Context: an optimization exercise on an open-source flow, tuned for small area. The choices shown serve that exercise and are no tape-out recipe. In this exercise RTL edits were held to simulation tests only and were not proved equivalent to the original. The flow treats the clock pin as an ideal source, which a real chip does not have.

==> inputs of run a <==
==> flow/design.v <==
module motor_pwm_phase #(parameter SIZE=16)(
                        iCLK, iENABLE, iLOAD, iFIRST,
                        iPERIOD, iPERIOD_N, iDUTY,
                        iCOUNTER, iCOUNTER_DB,
                        oPAD_P, oPAD_N );
  input iCLK, iENABLE, iLOAD, iFIRST;
  input [SIZE-1:0] iPERIOD, iPERIOD_N, iDUTY, iCOUNTER, iCOUNTER_DB;
  output oPAD_P, oPAD_N;
  reg [SIZE-1:0] duty_nq;
  wire [SIZE-1:0] duty_n = iLOAD ? ~iDUTY : duty_nq;
  always @( posedge iCLK )
    duty_nq <= duty_n;
  wire [SIZE:0] dc, sc;
  wire [SIZE-1:0] ndif, sum;
  assign dc[0] = 1'b1;
  assign sc[0] = 1'b1;
  genvar i;
  generate
    for (i = 0; i < SIZE; i = i + 1) begin : g_add
      assign ndif[i] = ~(iPERIOD[i] ^ duty_n[i] ^ dc[i]);
      assign dc[i+1] = (iPERIOD[i] & duty_n[i]) | (dc[i] & (iPERIOD[i] ^ duty_n[i]));
      assign sum[i]  = ~(iPERIOD_N[i] ^ duty_n[i] ^ sc[i]);
      assign sc[i+1] = (iPERIOD_N[i] & duty_n[i]) | (sc[i] & (iPERIOD_N[i] ^ duty_n[i]));
    end
  endgenerate
  wire [SIZE-1:0] A = {1'b0, ~ndif[SIZE-1:1]};
  wire [SIZE-1:0] C = {~sc[SIZE] ^ ~dc[SIZE], sum[SIZE-1:1]};
  wire eqA = (iCOUNTER    == A);
  wire eqB = (iCOUNTER_DB == A);
  wire eqC = (iCOUNTER    == C);
  wire eqD = (iCOUNTER_DB == C);
  reg geC, geD;
  wire gtC = ~iLOAD & geC;
  wire gtD = ~iLOAD & geD;
  wire geC_d = gtC | eqC;
  wire geD_d = gtD | eqD;
  always @( posedge iCLK ) begin
    geC <= geC_d;
    geD <= geD_d;
  end
  reg pad_p, pad_n;
  wire ltA_d = (iLOAD | pad_n) & ~eqA;
  wire ltB_d = (iLOAD | ~pad_p) & ~eqB;
  always @( negedge iCLK or negedge iENABLE )
  begin
    if( !iENABLE ) begin
      pad_p <= 0;
      pad_n <= 1;
    end else begin
      pad_n <= iFIRST | ltA_d | gtD;
      pad_p <= ~iFIRST & ~ltB_d & ~gtC;
    end
  end
  assign oPAD_P = pad_p;
  assign oPAD_N = pad_n;
endmodule
module motor_pwm #(parameter SIZE=16)(
                    iCLK, iENABLE,
                    iPERIOD, iDEADBAND,
                    iDUTY_A, iDUTY_B, iDUTY_C,
                    oPAD_AP, oPAD_AN,
                    oPAD_BP, oPAD_BN,
                    oPAD_CP, oPAD_CN );
  input iCLK, iENABLE;
  input [SIZE-1:0] iPERIOD, iDEADBAND;
  input [SIZE-1:0] iDUTY_A, iDUTY_B, iDUTY_C;
  output oPAD_AP, oPAD_AN;
  output oPAD_BP, oPAD_BN;
  output oPAD_CP, oPAD_CN;
  reg [SIZE-1:0] counter;
  reg first;
  reg load;
  reg [SIZE-1:0] period_q;
  wire [SIZE-1:0] period_d = load ? iPERIOD : period_q;
  reg [SIZE-1:0] cdb_q;
  wire [SIZE-1:0] cdb_m = load ? ~iDEADBAND : cdb_q;
  wire [SIZE:0] dc;
  wire [SIZE-1:0] cdb;
  assign dc[0] = 1'b1;
  wire [SIZE:0] lt;
  assign lt[0] = 1'b0;
  genvar i;
  generate
    for (i = 0; i < SIZE; i = i + 1) begin : g_cmp
      assign lt[i+1] = iPERIOD[i] ? (~counter[i] | lt[i]) : (~counter[i] & lt[i]);
    end
  endgenerate
  wire wrap = first | ~lt[SIZE];
  wire [SIZE:0] ic;
  wire [SIZE-1:0] inc;
  assign ic[0] = 1'b1;
  generate
    for (i = 0; i < SIZE; i = i + 1) begin : g_inc
      assign inc[i]  = counter[i] ^ ic[i];
      assign ic[i+1] = counter[i] & ic[i];
    end
  endgenerate
  always @( posedge iCLK or negedge iENABLE )
    if( !iENABLE ) first <= 1'b1;
    else           first <= 1'b0;
  generate
    for (i = 0; i < SIZE; i = i + 1) begin : g_cdb
      assign cdb[i]  = cdb_m[i] ^ dc[i];
      assign dc[i+1] = cdb_m[i] & dc[i];
    end
  endgenerate
  always @( posedge iCLK ) begin
    counter  <= wrap ? {SIZE{1'b0}} : inc;
    load     <= wrap;
    period_q <= period_d;
    cdb_q    <= cdb;
  end
  wire [SIZE-1:0] period_n = ~period_d;
  motor_pwm_phase phaseA ( iCLK, iENABLE, load, first, period_d, period_n, iDUTY_A,
                           counter, cdb, oPAD_AP, oPAD_AN );
  motor_pwm_phase phaseB ( iCLK, iENABLE, load, first, period_d, period_n, iDUTY_B,
                           counter, cdb, oPAD_BP, oPAD_BN );
  motor_pwm_phase phaseC ( iCLK, iENABLE, load, first, period_d, period_n, iDUTY_C,
                           counter, cdb, oPAD_CP, oPAD_CN );
endmodule
==> flow/flow/run.sh <==
#!/bin/bash
# Standard ORFS layout (the standard.sh, standard synthesis unchanged), with the
# port buffers inserted as the smallest buffer cell, no dummy clock loads in CTS, and
# the clock buffers that drive many flip-flops upsized after CTS.
set -euo pipefail
BP="-buffer_cell sky130_fd_sc_hd__buf_1"
CTS="-sink_clustering_enable -repair_clock_nets -buf_list sky130_fd_sc_hd__clkbuf_4 -sink_clustering_size 20 -sink_clustering_max_diameter 50 -dont_use_dummy_load"
FIX="$(pwd)/flow/cts_fix.tcl"
export BUFFER_PORTS_ARGS="$BP" CTS_ARGS="$CTS" POST_CTS_TCL="$FIX"
bash standard.sh "BUFFER_PORTS_ARGS=$BP" "CTS_ARGS=$CTS" "POST_CTS_TCL=$FIX" finish > standard_make.log 2>&1
==> flow/flow/cts_fix.tcl <==
foreach inst [get_cells *] {
  if { [get_property $inst ref_name] != "sky130_fd_sc_hd__clkbuf_4" } { continue }
  set out [get_pins -of_objects $inst -filter "direction == output"]
  set loads [get_pins -of_objects [get_nets -of_objects $out] -filter "direction == input"]
  if { [llength $loads] > 10 } {
    puts "cts_fix: [get_property $inst full_name] drives [llength $loads] pins, upsized"
    replace_cell $inst sky130_fd_sc_hd__clkbuf_8
  }
}
detailed_placement
check_placement -verbose
==> flow/standard.sh <==
#!/bin/bash
# synth_recipe.tcl (not shown) runs the flow's synth.tcl, then flattens the netlist and writes it again
# the make line also repeats each setting of config.mk as NAME=value (left out here)
make -C /OpenROAD-flow-scripts/flow DESIGN_CONFIG=/design/flow/config.mk WORK_HOME=/design/flow/orfs CLKGATE_MAP_FILE= SYNTH_SCRIPT=/design/flow/synth_recipe.tcl "${@:-finish}"
==> flow/config.mk <==
export PLATFORM = sky130hd
export DESIGN_NAME = motor_pwm
export DESIGN_NICKNAME = motor_pwm
export VERILOG_FILES = /design/flow/design.v
export SDC_FILE = /design/flow/constraint.sdc
export NUM_CORES = 4
export LEC_CHECK = 0
export CAP_MARGIN = 20
export CORE_MARGIN = 2
export CORE_UTILIZATION = 78
export CTS_BUF_LIST = sky130_fd_sc_hd__clkbuf_4
export SLEW_MARGIN = 20
export SYNTH_HIERARCHICAL = 1
==> flow/constraint.sdc <==
create_clock -name core_clock -period 25.0 [get_ports {iCLK}]
set_input_delay 5.0000 -clock core_clock [delete_from_list [all_inputs] [get_ports {iCLK}]]
set_output_delay 5.0000 -clock core_clock [all_outputs]
set_load 0.01 [all_outputs]
==> run b (differences from run a) <==
==> flow/design.v (replaced) <==
module motor_pwm_phase #(parameter SIZE=16)(
                        iCLK, iENABLE, iLOAD, iFIRST,
                        iPERIOD, iDUTY,
                        iCOUNTER, iCOUNTER_DB,
                        oPAD_P, oPAD_N );
  input iCLK, iENABLE, iLOAD, iFIRST;
  input [SIZE-1:0] iPERIOD, iDUTY, iCOUNTER, iCOUNTER_DB;
  output oPAD_P, oPAD_N;
  reg [SIZE-1:0] duty_q;
  wire [SIZE-1:0] duty_d = iLOAD ? iDUTY : duty_q;
  always @( posedge iCLK )
    duty_q <= duty_d;
  wire [SIZE:0] dc, sc;
  wire [SIZE-1:0] dif, sum;
  assign dc[0] = 1'b1;
  assign sc[0] = 1'b0;
  genvar i;
  generate
    for (i = 0; i < SIZE; i = i + 1) begin : g_add
      assign dif[i]  = iPERIOD[i] ^ ~duty_d[i] ^ dc[i];
      assign dc[i+1] = (iPERIOD[i] & ~duty_d[i]) | (dc[i] & (iPERIOD[i] ^ ~duty_d[i]));
      assign sum[i]  = iPERIOD[i] ^ duty_d[i] ^ sc[i];
      assign sc[i+1] = (iPERIOD[i] & duty_d[i]) | (sc[i] & (iPERIOD[i] ^ duty_d[i]));
    end
  endgenerate
  wire [SIZE-1:0] A = {1'b0, dif[SIZE-1:1]};
  wire [SIZE-1:0] C = {sc[SIZE] ^ ~dc[SIZE], sum[SIZE-1:1]};
  wire eqA = (iCOUNTER    == A);
  wire eqB = (iCOUNTER_DB == A);
  wire eqC = (iCOUNTER    == C);
  wire eqD = (iCOUNTER_DB == C);
  reg ltA, ltB, geC, geD;
  wire ltA_d = (iLOAD | ltA) & ~eqA;
  wire ltB_d = (iLOAD | ltB) & ~eqB;
  wire geC_d = (~iLOAD & geC) | eqC;
  wire geD_d = (~iLOAD & geD) | eqD;
  wire gtC = ~iLOAD & geC;
  wire gtD = ~iLOAD & geD;
  always @( negedge iCLK ) begin
    ltA <= ltA_d;
    ltB <= ltB_d;
    geC <= geC_d;
    geD <= geD_d;
  end
  reg pad_p, pad_n;
  always @( negedge iCLK or negedge iENABLE )
  begin
    if( !iENABLE ) begin
      pad_p <= 0;
      pad_n <= 1;
    end else begin
      pad_n <= iFIRST | ltA_d | gtD;
      pad_p <= ~iFIRST & ~ltB_d & ~gtC;
    end
  end
  assign oPAD_P = pad_p;
  assign oPAD_N = pad_n;
endmodule
module motor_pwm #(parameter SIZE=16)(
                    iCLK, iENABLE,
                    iPERIOD, iDEADBAND,
                    iDUTY_A, iDUTY_B, iDUTY_C,
                    oPAD_AP, oPAD_AN,
                    oPAD_BP, oPAD_BN,
                    oPAD_CP, oPAD_CN );
  input iCLK, iENABLE;
  input [SIZE-1:0] iPERIOD, iDEADBAND;
  input [SIZE-1:0] iDUTY_A, iDUTY_B, iDUTY_C;
  output oPAD_AP, oPAD_AN;
  output oPAD_BP, oPAD_BN;
  output oPAD_CP, oPAD_CN;
  reg [SIZE-1:0] counter;
  reg first;
  reg [SIZE-1:0] period_q, deadband_q;
  wire load = ~|counter;
  wire [SIZE-1:0] period_d   = load ? iPERIOD   : period_q;
  wire [SIZE-1:0] deadband_d = load ? iDEADBAND : deadband_q;
  wire [SIZE:0] lt;
  assign lt[0] = 1'b0;
  genvar i;
  generate
    for (i = 0; i < SIZE; i = i + 1) begin : g_cmp
      assign lt[i+1] = (~counter[i] & iPERIOD[i]) | (~(counter[i] ^ iPERIOD[i]) & lt[i]);
    end
  endgenerate
  wire wrap = first | ~lt[SIZE];
  wire [SIZE:0] ic;
  wire [SIZE-1:0] inc;
  assign ic[0] = 1'b1;
  generate
    for (i = 0; i < SIZE; i = i + 1) begin : g_inc
      assign inc[i]  = counter[i] ^ ic[i];
      assign ic[i+1] = counter[i] & ic[i];
    end
  endgenerate
  always @( posedge iCLK or negedge iENABLE )
    if( !iENABLE ) first <= 1'b1;
    else           first <= 1'b0;
  always @( posedge iCLK ) begin
    counter    <= wrap ? {SIZE{1'b0}} : inc;
    period_q   <= period_d;
    deadband_q <= deadband_d;
  end
  wire [SIZE:0] kc;
  wire [SIZE-1:0] kd;
  assign kc[0] = 1'b1;
  generate
    for (i = 0; i < SIZE; i = i + 1) begin : g_kd
      assign kd[i]   = counter[i] ^ ~deadband_d[i] ^ kc[i];
      assign kc[i+1] = (counter[i] & ~deadband_d[i]) | (kc[i] & (counter[i] ^ ~deadband_d[i]));
    end
  endgenerate
  motor_pwm_phase phaseA ( iCLK, iENABLE, load, first, period_d, iDUTY_A,
                           counter, kd, oPAD_AP, oPAD_AN );
  motor_pwm_phase phaseB ( iCLK, iENABLE, load, first, period_d, iDUTY_B,
                           counter, kd, oPAD_BP, oPAD_BN );
  motor_pwm_phase phaseC ( iCLK, iENABLE, load, first, period_d, iDUTY_C,
                           counter, kd, oPAD_CP, oPAD_CN );
endmodule
==> flow/run.sh (new file) <==
#!/bin/bash
# synth_recipe.tcl (not shown) runs the flow's synth.tcl, then flattens the netlist and writes it again
# the make line also repeats each setting of config.mk as NAME=value (left out here)
make -C /OpenROAD-flow-scripts/flow DESIGN_CONFIG=/design/flow/config.mk WORK_HOME=/design/flow/orfs CLKGATE_MAP_FILE= SYNTH_SCRIPT=/design/flow/synth_recipe.tcl finish
--- a/flow/config.mk
+++ b/flow/config.mk
@@ -9,5 +9,3 @@
 export CORE_MARGIN = 2
-export CORE_UTILIZATION = 78
-export CTS_BUF_LIST = sky130_fd_sc_hd__clkbuf_4
+export CORE_UTILIZATION = 40
 export SLEW_MARGIN = 20
-export SYNTH_HIERARCHICAL = 1
removed: flow/flow/run.sh
removed: flow/flow/cts_fix.tcl
removed: flow/standard.sh
==> run c (differences from run a) <==
--- a/flow/design.v
+++ b/flow/design.v
@@ -8,6 +8,7 @@
   output oPAD_P, oPAD_N;
-  reg [SIZE-1:0] duty_nq;
-  wire [SIZE-1:0] duty_n = iLOAD ? ~iDUTY : duty_nq;
+  reg [SIZE-1:0] duty_q;
+  wire [SIZE-1:0] duty_d = iLOAD ? iDUTY : duty_q;
+  wire [SIZE-1:0] duty_n = ~duty_d;
   always @( posedge iCLK )
-    duty_nq <= duty_n;
+    duty_q <= duty_d;
   wire [SIZE:0] dc, sc;
@@ -31,8 +32,12 @@
   wire eqD = (iCOUNTER_DB == C);
-  reg geC, geD;
+  reg ltA, ltB, geC, geD;
+  wire ltA_d = (iLOAD | ltA) & ~eqA;
+  wire ltB_d = (iLOAD | ltB) & ~eqB;
+  wire geC_d = (~iLOAD & geC) | eqC;
+  wire geD_d = (~iLOAD & geD) | eqD;
   wire gtC = ~iLOAD & geC;
   wire gtD = ~iLOAD & geD;
-  wire geC_d = gtC | eqC;
-  wire geD_d = gtD | eqD;
   always @( posedge iCLK ) begin
+    ltA <= ltA_d;
+    ltB <= ltB_d;
     geC <= geC_d;
@@ -41,4 +46,2 @@
   reg pad_p, pad_n;
-  wire ltA_d = (iLOAD | pad_n) & ~eqA;
-  wire ltB_d = (iLOAD | ~pad_p) & ~eqB;
   always @( negedge iCLK or negedge iENABLE )
==> flow/flow/run.sh (replaced) <==
#!/bin/bash
# Standard ORFS layout (the standard.sh, standard synthesis unchanged), with the
# port buffers inserted as the smallest buffer cell and no dummy clock loads in CTS.
set -euo pipefail
BP="-buffer_cell sky130_fd_sc_hd__buf_1"
CTS="-sink_clustering_enable -repair_clock_nets -buf_list sky130_fd_sc_hd__clkbuf_4 -sink_clustering_size 20 -sink_clustering_max_diameter 50 -dont_use_dummy_load"
export BUFFER_PORTS_ARGS="$BP" CTS_ARGS="$CTS"
bash standard.sh "BUFFER_PORTS_ARGS=$BP" "CTS_ARGS=$CTS" finish > standard_make.log 2>&1
removed: flow/flow/cts_fix.tcl
==> run d (differences from run a) <==
--- a/flow/design.v
+++ b/flow/design.v
@@ -8,6 +8,7 @@
   output oPAD_P, oPAD_N;
-  reg [SIZE-1:0] duty_nq;
-  wire [SIZE-1:0] duty_n = iLOAD ? ~iDUTY : duty_nq;
+  reg [SIZE-1:0] duty_q;
+  wire [SIZE-1:0] duty_d = iLOAD ? iDUTY : duty_q;
+  wire [SIZE-1:0] duty_n = ~duty_d;
   always @( posedge iCLK )
-    duty_nq <= duty_n;
+    duty_q <= duty_d;
   wire [SIZE:0] dc, sc;
==> flow/flow/run.sh (replaced) <==
#!/bin/bash
# Standard ORFS layout (the standard.sh, standard synthesis unchanged), with the
# port buffers inserted as the smallest buffer cell and no dummy clock loads in CTS.
set -euo pipefail
BP="-buffer_cell sky130_fd_sc_hd__buf_1"
CTS="-sink_clustering_enable -repair_clock_nets -buf_list {sky130_fd_sc_hd__clkbuf_4 sky130_fd_sc_hd__clkbuf_8} -sink_clustering_size 20 -sink_clustering_max_diameter 50 -dont_use_dummy_load"
export BUFFER_PORTS_ARGS="$BP" CTS_ARGS="$CTS"
bash standard.sh "BUFFER_PORTS_ARGS=$BP" "CTS_ARGS=$CTS" finish > standard_make.log 2>&1
removed: flow/flow/cts_fix.tcl
==> flow_summary.ini <==
[synth]
synthMuxAreaShare_pct = 2.63
syn_area_um2 = 8000

[floorplan]
core-area_um2 = 9860

[detailed_routing]
drt-total-wl_um = 24100

[sta]
clock-skew-final_ns = 0.0731

[worst_setup_path]
r2r-start = load
crit_top_cell = fa_1

[run_status]
status = no timing/DRC/antenna violations

[pwr]
comb_power_share_pct = 56.3

[place]
place_inst = 990
the above is filed under run a

==> flow_summary.ini <==
[sta]
clock-skew-final_ns = 0.0588

[run_status]
status = no timing/DRC/antenna violations

[synth]
syn_area_um2 = 9000
synthMuxAreaShare_pct = 8.15

[place]
place_inst = 1208

[pwr]
comb_power_share_pct = 58.9

[worst_setup_path]
crit_top_cell = fa_2
r2r-start = counter[13]

[floorplan]
core-area_um2 = 22000

[detailed_routing]
drt-total-wl_um = 26700
the above is filed under run b

==> flow_summary.ini <==
[synth]
synthMuxAreaShare_pct = 8.05

[sta]
clock-skew-final_ns = 0.0436

[run_status]
status = no timing/DRC/antenna violations

[pwr]
comb_power_share_pct = 56.5

[detailed_routing]
drt-total-wl_um = 22900

[place]
place_inst = 980

[worst_setup_path]
r2r-start = load
the above is filed under run d

==> flow_summary.ini <==
[floorplan]
core-area_um2 = 10400

[run_status]
status = no timing/DRC/antenna violations

[worst_setup_path]
r2r-start = load
crit_top_cell = fa_1

[synth]
syn_area_um2 = 8360
synthMuxAreaShare_pct = 7.90

[detailed_routing]
drt-total-wl_um = 23700

[place]
place_inst = 990

[pwr]
comb_power_share_pct = 55.4
the above is filed under run c

